This is an optimization exercise on Yosys and OpenROAD, whose aim is small area, not a production implementation.
Only simulation tests tie the RTL to the original design; equivalence was not proved.
No activity file was given, so power comes from the tool's default toggle rates.

[flow/standard.sh]
#!/bin/bash
# synth_recipe.tcl (not shown) runs the flow's synth.tcl, then flattens the netlist and writes it again
# the make line also repeats each setting of config.mk as NAME=value (left out here)
make -C /OpenROAD-flow-scripts/flow DESIGN_CONFIG=/design/flow/config.mk WORK_HOME=/design/flow/orfs CLKGATE_MAP_FILE= SYNTH_SCRIPT=/design/flow/synth_recipe.tcl "${@:-finish}"
[flow/flow/run.sh]
#!/bin/bash
# Standard ORFS layout (the standard.sh), with two changes:
#  - port buffers use the smallest buffer cell (buf_1) instead of clkdlybuf4s50_1
#  - clock tree built from small clock buffers, without dummy loads
set -euo pipefail
export BUFFER_PORTS_ARGS="-buffer_cell sky130_fd_sc_hd__buf_1"
export CTS_ARGS="-sink_clustering_enable -repair_clock_nets -dont_use_dummy_load -buf_list {sky130_fd_sc_hd__clkbuf_2 sky130_fd_sc_hd__clkbuf_4 sky130_fd_sc_hd__clkbuf_8}"
bash standard.sh > standard.log 2>&1
[flow/design.v]
module VGA(
	input CLOCK_50,
	input rst,
	input [11:0] TRI_P1X,
	input [11:0] TRI_P1Y,
	input [11:0] TRI_P2X,
	input [11:0] TRI_P2Y,
	input [11:0] TRI_P3X,
	input [11:0] TRI_P3Y,
	output [3:0] VGA_R,
	output [3:0] VGA_G,
	output [3:0] VGA_B,
	output [3:0] LEDG,
	output VGA_HS,
	output VGA_VS
);
function automatic [11:0] add12(input [11:0] x, input [11:0] y, input ci);
	integer i; reg c;
	begin
		c = ci;
		for (i = 0; i < 12; i = i + 1) begin
			add12[i] = x[i] ^ y[i] ^ c;
			c = (x[i] & y[i]) | (c & (x[i] ^ y[i]));
		end
	end
endfunction
function automatic [13:0] add14(input [13:0] x, input [13:0] y, input ci);
	integer i; reg c;
	begin
		c = ci;
		for (i = 0; i < 14; i = i + 1) begin
			add14[i] = x[i] ^ y[i] ^ c;
			c = (x[i] & y[i]) | (c & (x[i] ^ y[i]));
		end
	end
endfunction
function automatic ge11(input [10:0] x, input [10:0] yn);
	integer i; reg c;
	begin
		c = 1'b1;
		for (i = 0; i < 11; i = i + 1)
			c = (x[i] & yn[i]) | (x[i] & c) | (yn[i] & c);
		ge11 = c;
	end
endfunction
function automatic [10:0] inc11(input [10:0] x);
	integer i; reg c;
	begin
		c = 1'b1;
		for (i = 0; i < 11; i = i + 1) begin
			inc11[i] = x[i] ^ c;
			c = c & x[i];
		end
	end
endfunction
reg [10:0] hx;
reg [9:0]  vy;
wire h_end = (hx == 11'd1300);
wire v_end = (vy == 10'd490);
wire frame_end = h_end & v_end;
wire [10:0] vy1 = inc11({1'b0, vy});
always @(posedge CLOCK_50) begin
	if (rst) begin
		hx <= 11'h6e3;           
		vy <= 10'h3dd;           
	end else if (h_end) begin
		hx <= 11'h6e3;
		vy <= v_end ? 10'h3dd : vy1[9:0];
	end else
		hx <= inc11(hx);
end
assign LEDG = 4'b1111;
assign VGA_HS = ~((hx > 11'd1300) & (hx < 11'd1953));
assign VGA_VS = ~((vy > 10'd490) & (vy < 10'd991));
wire visible = (hx != 11'd0) & (hx < 11'd1220) & (vy != 10'd0) & (vy < 10'd480);
reg [9:0] V0X, V0Y, V1X, V1Y, V2X, V2Y;
wire win  = (hx[10:8] == 3'b111);           
wire [2:0] job  = hx[7:5];
wire [4:0] step = hx[4:0];
wire act  = win & (job != 3'd3) & ~job[2];
wire rot  = act & (step == 5'd31);
always @(posedge CLOCK_50) begin
	if (rst | frame_end) begin
		V0X <= TRI_P1X[9:0]; V0Y <= TRI_P1Y[9:0];
		V1X <= TRI_P2X[9:0]; V1Y <= TRI_P2Y[9:0];
		V2X <= TRI_P3X[9:0]; V2Y <= TRI_P3Y[9:0];
	end else if (rot) begin
		V0X <= V1X; V0Y <= V1Y;
		V1X <= V2X; V1Y <= V2Y;
		V2X <= V0X; V2Y <= V0Y;
	end
end
wire [11:0] a_w  = add12({2'b0, V0Y}, ~{2'b0, V1Y}, 1'b1);
wire [11:0] bp_w = add12({2'b0, V1X}, ~{2'b0, V0X}, 1'b1);
wire [10:0] a  = a_w[10:0];
wire [10:0] bp = bp_w[10:0];
wire negA = a[10];
reg [21:0] Z;
reg s;
wire mul = (step < 5'd10);
wire yk  = vy[step[3:0]];
wire bk  = V1Y[step[3:0]];
wire nz  = yk ^ bk;
wire ng  = bk;                        
wire [11:0] opm = ({bp[10], bp} ^ {12{ng}}) & {12{nz}};
wire [11:0] X   = (step == 5'd0) ? 12'd0 : Z[21:10];
wire [11:0] S   = add12(X, opm, nz & ng);
wire first = (step == 5'd10);
wire sg    = first ? Z[21] : s;
wire [9:0]  R    = Z[21:12] ^ {10{first & Z[21]}};
wire [10:0] cand = {R, Z[11] ^ sg};
wire [11:0] diff = add12({1'b0, cand}, {a[10], a} ^ {12{~negA}}, ~negA);
wire q = ~diff[11];
wire [9:0] Rn = q ? diff[9:0] : cand[9:0];
always @(posedge CLOCK_50) begin
	if (mul)
		Z <= {S[11], S, Z[9:1]};
	else
		Z <= {Rn, Z[10:0], q};
	if (first)
		s <= Z[21];
end
wire [11:0] Q = Z[11:0];
wire m = s ^ negA;
wire [13:0] Tsum = add14({4'd0, V1X}, {2'd0, Q} ^ {14{~m}}, 1'b1);
wire [10:0] Tc = Tsum[13] ? 11'd0 : ((Tsum[12:11] != 2'd0) ? 11'd2047 : Tsum[10:0]);
wire wr = win & (step == 5'd22);
reg [10:0] T0, T1, T2;       
reg inv0, inv1, inv2;
always @(posedge CLOCK_50) begin
	if (wr & (job == 3'd0)) begin T0 <= ~Tc; inv0 <= negA; end
	if (wr & (job == 3'd1)) begin T1 <= ~Tc; inv1 <= negA; end
	if (wr & (job == 3'd2)) begin T2 <= ~Tc; inv2 <= negA; end
end
wire sin0 = ge11(hx, T0) ^ inv0;
wire sin1 = ge11(hx, T1) ^ inv1;
wire sin2 = ge11(hx, T2) ^ inv2;
wire intri = (sin0 == sin1) & (sin1 == sin2);
assign VGA_R = {4{visible}};
assign VGA_G = {4{visible & ~intri}};
assign VGA_B = {4{visible & ~intri}};
endmodule
[flow/constraint.sdc]
create_clock -name core_clock -period 20.0 [get_ports {CLOCK_50}]
set_input_delay 4.0000 -clock core_clock [delete_from_list [all_inputs] [get_ports {CLOCK_50}]]
set_output_delay 4.0000 -clock core_clock [all_outputs]
set_load 0.01 [all_outputs]
[flow/config.mk]
export PLATFORM = sky130hd
export DESIGN_NAME = VGA
export DESIGN_NICKNAME = VGA
export VERILOG_FILES = /design/flow/design.v
export SDC_FILE = /design/flow/constraint.sdc
export NUM_CORES = 4
export LEC_CHECK = 0
export CAP_MARGIN = 20
export CORE_MARGIN = 2
export CORE_UTILIZATION = 40
export SLEW_MARGIN = 20
==> results.ini, run 1 <==
[logic_synthesis]
synth_area_um2=8230
synth_top_area_share_pct=35.0
yosysTopAreaCell=edfxtp_1
yosysWarnings=1
ys_ff_latch=140
synth_ff_type=edfxtp_1
seq_area_frac_synth_pct=45.7
avgSynthCellArea_um2=12.0
syn_inst=686
synth_area_leaders=edfxtp_1 (35%), fa_1 (11%), dfxtp_1 (11%)
synth_async_sr_flop_share_pct=0
synth_enable_flop_cells=96
synth_cell_types=61

[worst_setup_path]
cp.arrival_ns=9.96
crit_top_cell=fa_1
crit_buf_inv=5
r2r-start=V1Y[0]
crit_path_max_incr_delay_ns=0.63
cp_max_fo=14
critPathRequiredTime_ns=20.27
worstSetupEndpointType=flop
path_delay_family=adder cells
rr_endpoint=T1[7]
ff2ff_setup_slack_ns=10.31
start_kind=flop
slowest_stage=fa_1
reg2reg_depth=31
critPathKind=flop to flop

[route]
viasPerCell=5.06
ant_nets=0
drt_iter0_markers=263
via_count=5107
drt-pass1-iter-count=4
routed_wirelength_um=16100
wire_per_inst_um=16.0
drc=0

[cts]
clk_latency_ns=0.44
cts_max_level=4
ctsResizeCount=0
cts.sinks=140
cts.clk_slew.worst_paths_ns=0.07
cts_tree=yes
root_buffer=clkbuf_8
cts.path.max_buffers=2
cts_hold_buf=0
cts_buffers=17
post-cts-setup-buffers=0

[power]
leakage_nw=3.32
p_total_w=0.00101
peakVddDrop_uv=46.3
powerDensity_nw_per_um2=114

[global_routing]
grt_max_degree=89
use_met1_pct=20.7
top_usage_layer=met2
grt_pass1_vias=5379
grt_pass1_wl_um=27000
grt.total_usage_pct=15.8
antenna_found_initial=0
gr-total-overflow=0
grtUsageMet2_pct=26.6
use_met3_pct=2.99

[floorplan]
num_rows=52
fp.dieW_um=147
core_area_um2=20200
initial_utilization_pct=40.7
io_pins=92
die_h_um=147
die_area_um2=21700

[sta]
finalHoldViolations=0
whs_ns=0.525
period_share_pct=48.5
worstMarginPinSlew_ns=0.898
setup-tns-final_ns=0
setup_viol=0
drv_slew=0
fin_skew_ns=0.0339
period_needed_ns=9.69
rsz0062_at_grt=no
maxSlewHeadroom_pct=40.1
fmax_ghz=0.103

[status]
status=complete, no violations

[cells_and_area]
final_common_cell=edfxtp_1
areaGrowthSynthToFinish_pct=7.72
multi_input_area_um2=4020
final_cell_mix=edfxtp_1 (96), buf_1 (75), nand2_1 (47), fa_1 (47), inv_1 (45)
postLayoutCoreUtil_pct=43.8
n_antenna_cell=0
nFillCells=1908
nets=889
instances_no_fill=1010
drive_gt1_share_pct=7.57
seq_area_um2=3760

[place]
detailed_place_hpwl_um=12000
io_buffers=75
placedCellCount=993
place.gp.congestion=0.791

[min_path]
worst_hold_path_type=flop to flop
hold_start=s
worstHoldEndpoint=s
min_path_cells=2

[flow_run]
max-cap-violations=0

[logic make-up (layout without fill, tap and decap cells)]
group                    count (synthesis)  in the layout  synth area share (%)
multiplexers                            65             65                  9.29
AO/OA/AOI/OAI                          117            117                  9.55
AND/OR/NAND/NOR                        146            146                  9.20
flip-flops                             140            140                  45.7
other                                    1              4                0.0456
XOR/XNOR                                49             49                  5.21
adder cells (fa/ha/maj)                 73             73                  15.4
buffers and inverters                   95            146                  5.61
[sequential cells by signal (all words and copies together) (netlist names), 11 cells and up]
register / count
hx: 11
Z: 22
T2: 11
T0: 11
T1: 11
[cell usage after synthesis, drive strengths merged (2+ instances only)]
library cell / number
or3: 6
a21oi: 10
a22oi: 8
nand2: 47
nor3: 13
a21o: 9
fa: 47
nor2: 24
nand2b: 6
nand3b: 2
nor2b: 15
o21ai: 44
a22o: 6
buf: 32
nand3: 3
dfxtp: 44
o311a: 2
inv: 47
xnor2: 38
a2111o: 2
edfxtp: 96
xor2: 11
mux2: 48
mux4: 4
nor3b: 8
or2: 4
nand4: 4
and2: 6
nor4: 5
o22ai: 13
o22a: 10
a32o: 2
mux2i: 13
a211o: 2
ha: 26
clkbuf: 16
[through the flow]
stage | setup WS [ns] | cell area (µm²)
2_1_floorplan | 11.01 | 8240
3_3_place_gp | 10.40 | 8630
3_5_place_dp | 10.34 | 8630
4_1_cts | 10.32 | 8870
5_1_grt | 9.81 | 8870
6_report | 10.31 | 8870
[routing by layer]
layer | vias up | part of all wire, % | wire, µm
li1 | 2507 | - | -
met1 | 2474 | 47 | 7530
met2 | 112 | 49 | 7900
met3 | 14 | 3.1 | 506
met4 | 0 | 1.2 | 198
met5 | - | 0 | 0
[worst max path at each step]
stage,start,endpoint,slack (ns),cells past startpoint
after floorplan,V1Y[0],T0[0],11.01,31
after global placement,V1Y[0],T0[9],10.40,31
after detailed placement,V1Y[0],T2[9],10.34,31
after CTS,V1Y[0],T1[9],10.32,31
after global routing,V1Y[0],T2[9],9.81,31
final,V1Y[0],T1[7],10.31,31
[worst register-to-register path: cells and delay by family, from the launching register on]
family	cells	cell delay, ns
flops	1	0.40
buf+inv	5	0.52
compound gates	1	0.27
simple gates	1	0.41
fa+ha+maj	21	7.28
xor+xnor	2	0.30
mux	1	0.37
[power by group]
part           total (W)  switching, W  internal [W]  leakage [nW]
Clock           0.000165     0.0000902     0.0000748         0.122
Sequential      0.000406     0.0000278      0.000378          1.25
Combinational   0.000437      0.000234      0.000203          1.94
[final cells by class]
class                           count  area share [%]
Sequential cell                   140            42.4
Inverter                           47            1.99
Clock buffer                       17            2.64
Timing Repair Buffer               82            3.77
Multi-Input combinational cell    454            45.4
Tap cell                          270            3.81
==> inputs of run 2 (changes only) <==
==> flow/run.sh (new file) <==
#!/bin/bash
# synth_recipe.tcl (not shown) runs the flow's synth.tcl, then flattens the netlist and writes it again
# the make line also repeats each setting of config.mk as NAME=value (left out here)
make -C /OpenROAD-flow-scripts/flow DESIGN_CONFIG=/design/flow/config.mk WORK_HOME=/design/flow/orfs CLKGATE_MAP_FILE= SYNTH_SCRIPT=/design/flow/synth_recipe.tcl finish
removed: flow/flow/run.sh
removed: flow/standard.sh
==> run 2 against run 1 <==
Global-route usage grew 0.30 points; synthesized cell count is the same; cell count grew 1.5%; largest cell class unchanged; critical endpoint is now T2[9]; utilization grew 4.0 points; power grew 15%; largest power group unchanged; via count grew 2.8%; highest routed layer unchanged; critical path depth is the same; maximum frequency shrank 0.41%; design area grew 9.1%.
==> results.ini, run 2 <==
[cts]
ctsResizeCount=0
cts_max_level=4
cts_buffers=17
cts_tree=yes
cts_hold_buf=0
root_buffer=clkbuf_16
cts.clk_slew.worst_paths_ns=0.06
cts.sinks=140
clk_latency_ns=0.42
post-cts-setup-buffers=0
cts.path.max_buffers=2

[global_routing]
grtUsageMet2_pct=27.0
top_usage_layer=met2
grt.total_usage_pct=16.1
use_met3_pct=3.15
grt_max_degree=89
antenna_found_initial=0
grt_pass1_vias=5549
grt_pass1_wl_um=27400
gr-total-overflow=0
use_met1_pct=20.4

[cells_and_area]
areaGrowthSynthToFinish_pct=17.5
largest_reg_flops=22
final_common_cell=edfxtp_1
design_area_um2=9680
final_cell_mix=edfxtp_1 (96), clkdlybuf4s50_1 (75), nand2_1 (47), fa_1 (47), inv_1 (45)
largest_register=Z
postLayoutCoreUtil_pct=47.8
n_antenna_cell=0
drive_gt1_share_pct=9.40
nets=889

[floorplan]
die_h_um=147
initial_utilization_pct=40.7
io_pins=92
core_area_um2=20200
fp.dieW_um=147
num_rows=52
die_area_um2=21700

[logic_synthesis]
ys_ff_latch=140
seq_area_frac_synth_pct=45.7
avgSynthCellArea_um2=12.0
synth_common_cells=edfxtp_1 (96), fa_1 (47), nand2_1 (47), inv_1 (45), dfxtp_1 (44)
synth_cell_types=61
synth_area_um2=8230
syn_inst=686
synth_top_area_share_pct=35.0
yosysMostFrequentCell=edfxtp_1
yosysTopAreaCell=edfxtp_1
synth_enable_flop_cells=96
synth_async_sr_flop_share_pct=0
synth_ff_type=edfxtp_1
yosysWarnings=1
synth_area_leaders=edfxtp_1 (35%), fa_1 (11%), dfxtp_1 (11%)

[sta]
worstMarginPinSlew_ns=0.898
drv_slew=0
fmax_ghz=0.103
finalHoldViolations=0
setup-tns-final_ns=0
rsz0062_at_grt=no
fin_skew_ns=0.0100
maxSlewHeadroom_pct=40.1
setup_viol=0
period_needed_ns=9.73
period_share_pct=48.7

[route]
via_count=5251
drt-pass1-iter-count=4
drc=0
drt_iter0_markers=329
viasPerCell=5.12
routed_wirelength_um=16800
ant_nets=0
wire_per_inst_um=16.3

[worst_setup_path]
r2r-start=V1Y[0]
crit_path_max_incr_delay_ns=0.65
reg2reg_depth=31
crit_top_cell=fa_1
critPathRequiredTime_ns=20.26
rr_endpoint=T2[9]
cp.arrival_ns=9.99
cp_max_fo=14
ff2ff_setup_slack_ns=10.27
worstSetupEndpointType=flop
critPathKind=flop to flop
slowest_stage=fa_1
start_kind=flop

[place]
place.gp.congestion=0.836
io_buffers=75
detailed_place_hpwl_um=12300
dpl_cell_area_um2=9100

[min_path]
worst_hold_path_type=flop to flop
min_path_cells=1
hold_start=Z[0]
worstHoldEndpoint=Z[1]

[power]
powerDensity_nw_per_um2=120
leakage_nw=3.67
peakVddDrop_uv=73.0

[status]
status=complete, no violations

[flow_run]
max-cap-violations=0

==> run 2: cell counts after synthesis <==
No cell type changed its count.
==> run 2: layout make-up <==
cell class                 count  area, µm²
fill                        1823      10600
multi-input combinational    454       4020
sequential                   140       3760
timing repair buffer          82        803
clock buffer                  18        439
tap                          270        338
inverter                      47        176
clock inverter                14        134
==> run 2: kinds of logic (layout without fill, tap and decap cells) <==
logic type / after synthesis / count (layout) / synth area share (%)
mux: 65 / 65 / 9.29
other cells: 1 / 4 / 0.0456
simple gates: 146 / 146 / 9.20
buf+inv: 95 / 161 / 5.61
xor+xnor: 49 / 49 / 5.21
flops: 140 / 140 / 45.7
fa+ha+maj: 73 / 73 / 15.4
compound gates: 117 / 117 / 9.55
==> run 2: critical path: cells and delay by family, from the launching register on <==
| kind | cells | cell delay [ns] |
|---|---|---|
| AND/OR/NAND/NOR | 1 | 0.41 |
| flip-flops | 1 | 0.41 |
| buffers and inverters | 5 | 0.54 |
| adder cells (fa/ha/maj) | 21 | 7.28 |
| AO/OA/AOI/OAI | 1 | 0.26 |
| multiplexers | 1 | 0.36 |
| XOR/XNOR | 2 | 0.29 |
==> run 2: layer usage <==
metal,vias up,wire (µm)
li1,2540,-
met1,2563,7710
met2,119,8060
met3,29,617
met4,0,378
met5,-,0
==> run 2: worst max path at each step <==
| stage | startpoint | endpoint | slack, ns |
|---|---|---|---|
| after floorplan | V1Y[0] | T0[0] | 11.01 |
| after global placement | V1Y[0] | T0[9] | 10.43 |
| after detailed placement | V1Y[0] | T2[7] | 10.30 |
| after CTS | V1Y[0] | T0[7] | 10.25 |
| after global routing | V1Y[0] | T0[6] | 9.77 |
| final | V1Y[0] | T2[9] | 10.27 |
==> run 2: power breakdown <==
| part | internal, W | switching [W] | total, W |
|---|---|---|---|
| registers | 0.000378 | 0.0000280 | 0.000406 |
| clock network | 0.000177 | 0.000128 | 0.000305 |
| logic | 0.000212 | 0.000236 | 0.000448 |
| total | 0.000767 | 0.000392 | 0.00116 |
==> run 2: metrics by stage <==
stage | total power [W] | setup slack [ns] | cells | hold WS (ns)
floorplan | 0.000738 | 11.01 | 689 | 0.467
global route | 0.00124 | 9.77 | 1025 | 0.527
global placement | 0.000838 | 10.43 | 993 | 0.492
CTS | 0.00117 | 10.25 | 1025 | 0.514
detailed placement | 0.000858 | 10.30 | 993 | 0.499
finish | 0.00116 | 10.27 | 1025 | 0.508

-- afterwards: timing with drivers on the ports --
The results above use ideal ports. As a check the final layouts listed here were re-extracted and re-timed, cells and wires unchanged. Step 1 sets driving cells, clkbuf_16 on the clock port and buf_2 on the other inputs (assumed; they add their load-dependent delay and slew). Step 2 times the ports against the registers' clock, not the clock port: input delays grow and output delays shrink by t, the midpoint of the rising clock arrivals with the driver on. a / b / c = ideal ports / drivers / drivers and shift; a / b = the first two.
run	shift t [ns]	setup WS [ns]	slew at the worst register clock pin (ns)
run 1	0.464	10.308 / 10.308 / 10.308	0.08 / 0.08
run 2	0.457	10.268 / 10.268 / 10.268	0.06 / 0.06
After both steps setup and hold are still met in every run listed.
